Source: an optimization exercise on an open RTL-to-GDS flow (aim: small area). Production flows keep margins and buffers that such runs may drop. Function was checked by simulation only, so behaviour that the tests miss may differ from the original.

before:
// FFT32_pipeline
module FFT32_pipeline (
    input clk,
    input i_rst,
    input signed [10:0] FFTInRe,
    input signed [10:0] FFTInIm,
    input in_valid,
    output signed [10:0] MDCOutUpRe,
    output signed [10:0] MDCOutUpIm,
    output signed [10:0] MDCOutDownRe,
    output signed [10:0] MDCOutDownIm,
    output MDC_out_valid,
    output signed [10:0] FFTOutRe,
    output signed [10:0] FFTOutIm,
    output FFT_out_valid
);
Size in the first run: roughly 4500 cells after synthesis, about 0.057 mm^2 of cells after synthesis.
make LEC_CHECK=0 CAP_MARGIN=20 CORE_MARGIN=2 CORE_UTILIZATION=60 CTS_BUF_LIST='sky130_fd_sc_hd__clkbuf_4 sky130_fd_sc_hd__clkbuf_8 sky130_fd_sc_hd__clkbuf_16' CTS_CLUSTER_DIAMETER=60 CTS_CLUSTER_SIZE=20 SLEW_MARGIN=20 SYNTH_HIERARCHICAL=1 finish   # period 9.0 ns
run.sh (not shown) runs the stock make flow with config.mk's settings and CLKGATE_MAP_FILE= SYNTH_SCRIPT=/design/flow/synth_recipe.tcl, a recipe that flattens the netlist after the stock synthesis.
The following lists how after was set up differently from before:
# before
export LEC_CHECK = 0
export CAP_MARGIN = 20
export CORE_MARGIN = 2
export CORE_UTILIZATION = 60
export CTS_BUF_LIST = sky130_fd_sc_hd__clkbuf_4 sky130_fd_sc_hd__clkbuf_8 sky130_fd_sc_hd__clkbuf_16
export CTS_CLUSTER_DIAMETER = 60
export CTS_CLUSTER_SIZE = 20
export SLEW_MARGIN = 20
export SYNTH_HIERARCHICAL = 1
create_clock -name core_clock -period 9.0 [get_ports {clk}]
# after
export LEC_CHECK = 0
export CAP_MARGIN = 20
export CORE_MARGIN = 2
export CORE_UTILIZATION = 40
export SLEW_MARGIN = 20
export SYNTH_HIERARCHICAL = 1
create_clock -name core_clock -period 9.0 [get_ports {clk}]
### Flow results
Against before as the reference, after delivers a higher depth of the CTS H-tree. after ends up with a fraction of area in clock buffers and inverters that is 2.2 points higher than in before. Comparing before and after, the lower worst setup slack is on before. On setup TNS, after tracks before almost exactly.

========
== build 46 ==
Another version of the RTL of FFT32_pipeline (not shown whole).
For scale: about 54000 um2 of cells after synthesis.
make LEC_CHECK=0 CAP_MARGIN=20 CORE_MARGIN=2 CORE_UTILIZATION=65 CTS_BUF_LIST=sky130_fd_sc_hd__clkbuf_8 CTS_CLUSTER_DIAMETER=50 CTS_CLUSTER_SIZE=16 GPL_TIMING_DRIVEN=0 SLEW_MARGIN=20 SYNTH_HIERARCHICAL=1 finish   # period 9.0 ns
Modified inputs, build 4 compared to build 46
- a change of CTS_CLUSTER_DIAMETER from 50 to 60
- a change of CTS_CLUSTER_SIZE from 16 to 24
- a change of CTS_BUF_LIST from sky130_fd_sc_hd__clkbuf_8 to sky130_fd_sc_hd__clkbuf_16
- a deleted GPL_TIMING_DRIVEN that had been 0
Findings:
Summary: final design area excluding fillers, build 4 better than build 46
Final-stage net count came out lower on build 4 than on build 46.
Going from build 46 to build 4, global-route wire length before repair shrinks by 4.6%.
Setup skew after layout (build 4 over build 46): decrease, 0.021 ns
Input changes introduced in build 66 (baseline for comparison: build 4):
- CTS_BUF_LIST changed from sky130_fd_sc_hd__clkbuf_16 to sky130_fd_sc_hd__clkbuf_8
- CTS_CLUSTER_DIAMETER changed from 60 to 50
- CTS_CLUSTER_SIZE changed from 24 to 16
### Flow results
Per the final summary, build 66 finished and its layout is clean on timing, DRC and antenna. In build 66, area growth from synthesis to layout is lower than in build 4. Count of TritonRoute iterations in the first routing pass (lower): build 66. Worst setup slack sits higher in build 66 than in build 4. Of build 4 and build 66, build 66 shows the higher transition at the pin with the smallest max-transition slack, with build 4 below it. Part of the cycle the worst path needs, build 4 and build 66: larger value in build 4. Finished layout cell area was higher in build 4 than in build 66. Compared with build 4, build 66 shows worst hold slack lower by 0.0054 ns. As far as area after synthesis goes, build 66 and build 4 are indistinguishable; the numbers are identical.

========
## delta
FFT32_pipeline, a different RTL version from the one above (not shown whole).
Size in the first run: ~1300 flip-flops, about 93 I/O pins, ~49000 sq um of cells after synthesis.
export LEC_CHECK = 0
export CAP_MARGIN = 0
export CORE_MARGIN = 2
export CORE_UTILIZATION = 65
export SLEW_MARGIN = 0
export SYNTH_HIERARCHICAL = 1
create_clock -name core_clock -period 9.0 [get_ports {clk}]
standard.sh (not shown) runs the stock make flow with config.mk's settings and CLKGATE_MAP_FILE= SYNTH_SCRIPT=/design/flow/synth_recipe.tcl, a recipe that flattens the netlist after the stock synthesis.
==> flow/flow/run.sh <==
#!/bin/bash
# Layout flow: the standard ORFS flow (standard.sh), with two changes:
#  - the port buffers are sky130_fd_sc_hd__buf_2 cells instead of the
#    delay-buffer cells buffer_ports picks by itself;
#  - clock tree synthesis inserts no dummy loads.
# Every tool's output goes to standard.log.
set -euo pipefail
export BUFFER_PORTS_ARGS="-buffer_cell sky130_fd_sc_hd__buf_2"
export CTS_ARGS="-sink_clustering_enable -repair_clock_nets -sink_clustering_size 16 -sink_clustering_max_diameter 50 -buf_list sky130_fd_sc_hd__clkbuf_8 -dont_use_dummy_load"
bash standard.sh > standard.log 2>&1
delta | stages: all done | timing, DRC, antenna: all pass
Relative to delta, the following input files were edited for ember:
# delta
export LEC_CHECK = 0
export CAP_MARGIN = 0
export CORE_MARGIN = 2
export CORE_UTILIZATION = 65
export SLEW_MARGIN = 0
export SYNTH_HIERARCHICAL = 1
create_clock -name core_clock -period 9.0 [get_ports {clk}]
# ember
export LEC_CHECK = 0
export ABC_AREA = 1
export CAP_MARGIN = 20
export CORE_MARGIN = 2
export CORE_UTILIZATION = 65
export SLEW_MARGIN = 20
export SYNTH_HIERARCHICAL = 1
create_clock -name core_clock -period 9.0 [get_ports {clk}]
==> flow/flow/run.sh <==
#!/bin/bash
# Layout flow: the standard ORFS flow (standard.sh), with two changes:
#  - the port buffers are sky130_fd_sc_hd__buf_2 cells instead of the
#    delay-buffer cells buffer_ports picks by itself;
#  - clock tree synthesis inserts no dummy loads.
# Every tool's output goes to standard.log.
set -euo pipefail
export BUFFER_PORTS_ARGS="-buffer_cell sky130_fd_sc_hd__buf_2"
export CTS_ARGS="-sink_clustering_enable -repair_clock_nets -sink_clustering_size 18 -sink_clustering_max_diameter 60 -buf_list sky130_fd_sc_hd__clkbuf_8 -dont_use_dummy_load"
bash standard.sh > standard.log 2>&1
Findings:
- Setup slack in ember is larger than in delta.
- Destination of the critical timing path: FFTOutRe[0] -> delta, FFTOutIm[0] -> ember
- Global-route wire length before repair, ember vs delta: down by a few percent
- Re non-clock buffer count: delta was higher than ember.
- On average vias per placed instance: ember sits below delta.
Here is what was changed in the inputs of pepper compared with ember.
==> flow/flow/run.sh <==
#!/bin/bash
# Layout flow: the standard ORFS flow (standard.sh) with these changes:
#  - synthesis maps the logic with an area-only ABC script (the registers,
#    the synthesis passes and the flattening are those of the standard flow);
#  - the port buffers are sky130_fd_sc_hd__buf_1 cells instead of the
#    delay-buffer cells buffer_ports picks by itself;
#  - clock tree synthesis inserts no dummy loads.
# Every tool's output goes to standard.log (and ORFS's own logs under orfs/).
set -euo pipefail
rm -rf scripts_area
cp -r "$FLOW_HOME/scripts" scripts_area
printf 'strash\ndch\nmap -a\ntopo\nstime -c\nbuffer -c\nupsize -c\ndnsize -c\n' > scripts_area/abc_area.script
export SCRIPTS_DIR="$PWD/scripts_area"
export BUFFER_PORTS_ARGS="-buffer_cell sky130_fd_sc_hd__buf_1"
export CTS_ARGS="-sink_clustering_enable -repair_clock_nets -sink_clustering_size 18 -sink_clustering_max_diameter 60 -buf_list sky130_fd_sc_hd__clkbuf_8 -dont_use_dummy_load"
bash standard.sh > standard.log 2>&1
--- outcome ---
On pepper: total half-perimeter wirelength after legalization and detailed placement is 1.4% higher than what ember gave.
The area growth from synthesis to final layout on ember is in line with that on pepper.
Summary of the comparison: design area is lower in pepper, relative to ember.
Going from ember to pepper, count of non-filler cells in the finished layout lower; net count of the mapped netlist fell 145.
Here is what was changed in the inputs of tundra compared with pepper.
# pepper
export LEC_CHECK = 0
export ABC_AREA = 1
export CAP_MARGIN = 20
export CORE_MARGIN = 2
export CORE_UTILIZATION = 65
export SLEW_MARGIN = 20
export SYNTH_HIERARCHICAL = 1
create_clock -name core_clock -period 9.0 [get_ports {clk}]
# tundra
export LEC_CHECK = 0
export CAP_MARGIN = 20
export CORE_MARGIN = 2
export CORE_UTILIZATION = 65
export SLEW_MARGIN = 20
export SYNTH_HIERARCHICAL = 1
create_clock -name core_clock -period 9.0 [get_ports {clk}]
==> flow/flow/run.sh <==
#!/bin/bash
# Layout flow: the standard ORFS flow (standard.sh), with two changes:
#  - the port buffers are sky130_fd_sc_hd__buf_2 cells instead of the
#    delay-buffer cells buffer_ports picks by itself;
#  - clock tree synthesis inserts no dummy loads.
# Every tool's output goes to standard.log.
set -euo pipefail
export BUFFER_PORTS_ARGS="-buffer_cell sky130_fd_sc_hd__buf_2"
export CTS_ARGS="-sink_clustering_enable -repair_clock_nets -sink_clustering_size 20 -sink_clustering_max_diameter 50 -buf_list sky130_fd_sc_hd__clkbuf_8 -dont_use_dummy_load"
bash standard.sh > standard.log 2>&1
## What came out
- The met1 routing resource usage after global routing was comparable across tundra and pepper.
- Number of nets in the final layout ended up 215 lower on tundra than on pepper.

========
RTL: one of the versions met above, not the one the previous note started from.
Size: ~4500 cells after synthesis, ~93 I/O pins, ~57000 um2 of cells after synthesis.
==> flow/config.mk <==
export PLATFORM = sky130hd
export DESIGN_NAME = FFT32_pipeline
export DESIGN_NICKNAME = FFT32_pipeline
export VERILOG_FILES = /design/flow/design.v
export SDC_FILE = /design/flow/constraint.sdc
export NUM_CORES = 8
export LEC_CHECK = 0
export CAP_MARGIN = 20
export CORE_MARGIN = 2
export CORE_UTILIZATION = 60
export CTS_BUF_LIST = sky130_fd_sc_hd__clkbuf_4 sky130_fd_sc_hd__clkbuf_8
export SLEW_MARGIN = 20
export SYNTH_HIERARCHICAL = 1
==> flow/constraint.sdc <==
create_clock -name core_clock -period 9.0 [get_ports {clk}]
set_input_delay 1.8000 -clock core_clock [delete_from_list [all_inputs] [get_ports {clk}]]
set_output_delay 1.8000 -clock core_clock [all_outputs]
set_load 0.01 [all_outputs]
run.sh (not shown) runs the stock make flow with config.mk's settings and CLKGATE_MAP_FILE= SYNTH_SCRIPT=/design/flow/synth_recipe.tcl, a recipe that flattens the netlist after the stock synthesis.
Stock flow here: none of the scripts above is used.
Change:
- CAP_MARGIN: 20 -> 0
- CORE_UTILIZATION: 60 -> 70
- CTS_BUF_LIST: sky130_fd_sc_hd__clkbuf_4 sky130_fd_sc_hd__clkbuf_8 -> sky130_fd_sc_hd__clkbuf_2 sky130_fd_sc_hd__clkbuf_4 sky130_fd_sc_hd__clkbuf_8
- SLEW_MARGIN: 20 -> 0
The new run finished clean.
Wire length came out higher by roughly a tenth.
Design area came out lower slightly.
Hold slack barely changes.
Sequential cell count does not change.
Sequential share of layout area came out higher by 0.24 points.
Clock skew barely changes.
Critical path depth came out higher by 7.

========
Setup of run 1:
FFT32_pipeline with an RTL version that a note above also has.
Size: ~1300 flip-flops, about 93 I/O pins.
## FFT32_pipeline
module FFT32_pipeline (
    input clk,
    input i_rst,
    input signed [10:0] FFTInRe,
    input signed [10:0] FFTInIm,
    input in_valid,
    output signed [10:0] MDCOutUpRe,
    output signed [10:0] MDCOutUpIm,
    output signed [10:0] MDCOutDownRe,
    output signed [10:0] MDCOutDownIm,
    output MDC_out_valid,
    output signed [10:0] FFTOutRe,
    output signed [10:0] FFTOutIm,
    output FFT_out_valid
);
==> flow/config.mk <==
export PLATFORM = sky130hd
export DESIGN_NAME = FFT32_pipeline
export DESIGN_NICKNAME = FFT32_pipeline
export VERILOG_FILES = /design/flow/design.v
export SDC_FILE = /design/flow/constraint.sdc
export NUM_CORES = 8
export LEC_CHECK = 0
export ABC_AREA = 1
export CAP_MARGIN = 20
export CORE_MARGIN = 2
export CORE_UTILIZATION = 70
export SLEW_MARGIN = 20
export SYNTH_HIERARCHICAL = 1
==> flow/constraint.sdc <==
create_clock -name core_clock -period 9.0 [get_ports {clk}]
set_input_delay 1.8000 -clock core_clock [delete_from_list [all_inputs] [get_ports {clk}]]
set_output_delay 1.8000 -clock core_clock [all_outputs]
set_load 0.01 [all_outputs]
standard.sh (not shown) runs the stock make flow with config.mk's settings and CLKGATE_MAP_FILE= SYNTH_SCRIPT=/design/flow/synth_recipe.tcl, a recipe that flattens the netlist after the stock synthesis.
==> flow/flow/run.sh <==
#!/bin/bash
# Layout flow: the standard ORFS flow (standard.sh), with two changes:
#  - the port buffers are sky130_fd_sc_hd__buf_1 cells instead of the
#    delay-buffer cells buffer_ports picks by itself;
#  - clock tree synthesis inserts no dummy loads.
# Every tool's output goes to standard.log.
set -euo pipefail
export BUFFER_PORTS_ARGS="-buffer_cell sky130_fd_sc_hd__buf_1"
export CTS_ARGS="-sink_clustering_enable -repair_clock_nets -sink_clustering_size 18 -sink_clustering_max_diameter 60 -buf_list sky130_fd_sc_hd__clkbuf_8 -dont_use_dummy_load"
bash standard.sh > standard.log 2>&1
Input-level comparison between run 2 and run 1:
-- flow/flow/run.sh --
<<< run 1, line 9
export CTS_ARGS="-sink_clustering_enable -repair_clock_nets -sink_clustering_size 18 -sink_clustering_max_diameter 60 -buf_list sky130_fd_sc_hd__clkbuf_8 -dont_use_dummy_load"
>>> run 2, line 9
export CTS_ARGS="-sink_clustering_enable -repair_clock_nets -sink_clustering_size 30 -sink_clustering_max_diameter 80 -buf_list sky130_fd_sc_hd__clkbuf_16 -dont_use_dummy_load"
-- flow/config.mk --
<<< run 1, line 11
export CORE_UTILIZATION = 70
>>> run 2, line 11
export CORE_UTILIZATION = 65
==> notes.md <==
Run 2 vs. run 1: portion of the post-synthesis area used by sequential elements was more or less identical, via count of the routed design decreased by 2.0% relative to the old numbers, number of antenna-violating nets in the routed design stayed essentially flat, via count of the first global-routing pass fell about 2.3%, final cycle utilization of the critical path went down by 0.41 points. First-iteration DRC count on run 2 is ahead of run 1. Routed wire length delta (run 1 -> run 2): insignificant. There was hardly any difference in footprint of the multi-input gates between run 1 and run 2. The uppermost signal routing layer after detailed routing comes out met5 in one run and met4 in the other, namely in run 2 and run 1 respectively. Run 2 finished every step from synthesis to the final layout, and the layout passed the timing, design-rule and antenna checks.
Input changes introduced in run 3 (baseline for comparison: run 2):
==> flow/flow/run.sh <==
#!/bin/bash
# Layout flow: the standard ORFS flow (standard.sh), with two changes:
#  - the port buffers are sky130_fd_sc_hd__buf_2 cells instead of the
#    delay-buffer cells buffer_ports picks by itself;
#  - clock tree synthesis inserts no dummy loads.
# Every tool's output goes to standard.log.
set -euo pipefail
export BUFFER_PORTS_ARGS="-buffer_cell sky130_fd_sc_hd__buf_2"
export CTS_ARGS="-sink_clustering_enable -repair_clock_nets -sink_clustering_size 20 -sink_clustering_max_diameter 60 -buf_list sky130_fd_sc_hd__clkbuf_8 -dont_use_dummy_load"
bash standard.sh > standard.log 2>&1
-- flow/config.mk --
<<< run 2, line 8
export ABC_AREA = 1
export CAP_MARGIN = 20
>>> run 3, line 8
export CAP_MARGIN = 0
<<< run 2, line 12
export SLEW_MARGIN = 20
>>> run 3, line 11
export SLEW_MARGIN = 0
==> notes.md <==
Fraction of met2 tracks used by global routing (run 3 over run 2): increase, 2.6 points. [run 3 vs run 2] global-route wire length before repair: higher in run 3. Higher via count of the first global-routing pass was reported by run 3, not run 2. In terms of clock skew, run 2 and run 3 differ only marginally. In run 3 the clock-buffer cell count turned out 31 higher than in run 2. Cell area: run 3 > run 2. Compare run 2 and run 3 | clock latency on the worst-skew pair lower: run 2. Run 2 -> run 3: area used by multi-input combinational logic increased by a few percent.
The following lists how run 4 was set up differently from run 3:
-- flow/flow/run.sh --
<<< run 3, line 9
export CTS_ARGS="-sink_clustering_enable -repair_clock_nets -sink_clustering_size 20 -sink_clustering_max_diameter 60 -buf_list sky130_fd_sc_hd__clkbuf_8 -dont_use_dummy_load"
>>> run 4, line 9
export CTS_ARGS="-sink_clustering_enable -repair_clock_nets -sink_clustering_size 18 -sink_clustering_max_diameter 60 -buf_list sky130_fd_sc_hd__clkbuf_8 -dont_use_dummy_load"
-- flow/config.mk --
<<< run 3, line 8
export CAP_MARGIN = 0
>>> run 4, line 8
export CAP_MARGIN = 20
<<< run 3, line 11
export SLEW_MARGIN = 0
>>> run 4, line 11
export SLEW_MARGIN = 20
==> notes.md <==
- [run 4] critical path arrival rose 0.02 ns relative to run 3
- Per the final summary, run 4 finished and its layout is clean on timing, DRC and antenna.
- Looking at number of filler instances in the final layout, run 4 sits below run 3.
- Run 4 vs. run 3: count of vias placed by the detailed router saw an increase.

re-timing with driven ports:
The flow's constraints put no driver on any port. The routed layouts listed below were extracted and timed again, unchanged, in two steps. Step 1 (the two cells are an assumption about what drives the block):
set clk [get_ports {clk}]
set_driving_cell -lib_cell sky130_fd_sc_hd__clkbuf_16 $clk
set_driving_cell -lib_cell sky130_fd_sc_hd__buf_2 [delete_from_list [all_inputs] $clk]
Step 2 times the ports against the registers' clock, not the clock port: input delays grow and output delays shrink by t, the midpoint of the rising clock arrivals with the driver on. Slacks: no drivers / after step 1 / after step 2; pairs: no drivers / after step 1.
run | t (ns) | setup slack, ns | worst setup path after step 2
before | 0.750 | 0.173 / 0.101 / 0.249 | register to register
after | 0.821 | 0.180 / 0.106 / 0.329 | register to register
build 46 | 0.853 | 0.160 / 0.110 / 0.160 | register to register
build 4 | 0.712 | 0.164 / 0.097 / 0.368 | register to register
build 66 | 0.819 | 0.181 / 0.113 / 0.317 | register to register
delta | 0.772 | 0.304 / 0.241 / 1.013 | register to output
ember | 0.745 | 0.385 / 0.323 / 1.068 | register to output
pepper | 0.735 | 0.370 / 0.309 / 1.043 | register to output
tundra | 0.763 | 0.204 / 0.142 / 0.906 | register to output
the first run of note 4 | 0.952 | 0.217 / 0.147 / 0.265 | register to register
the second run of note 4 | 0.944 | 0.119 / 0.071 / 0.119 | register to register
run 1 | 0.740 | 0.366 / 0.307 / 1.007 | register to register
run 2 | 0.669 | 0.403 / 0.338 / 1.007 | register to output
run 3 | 0.756 | 0.309 / 0.247 / 1.003 | register to output
run 4 | 0.723 | 0.290 / 0.229 / 0.952 | register to output
After both steps every run listed still meets setup and hold.
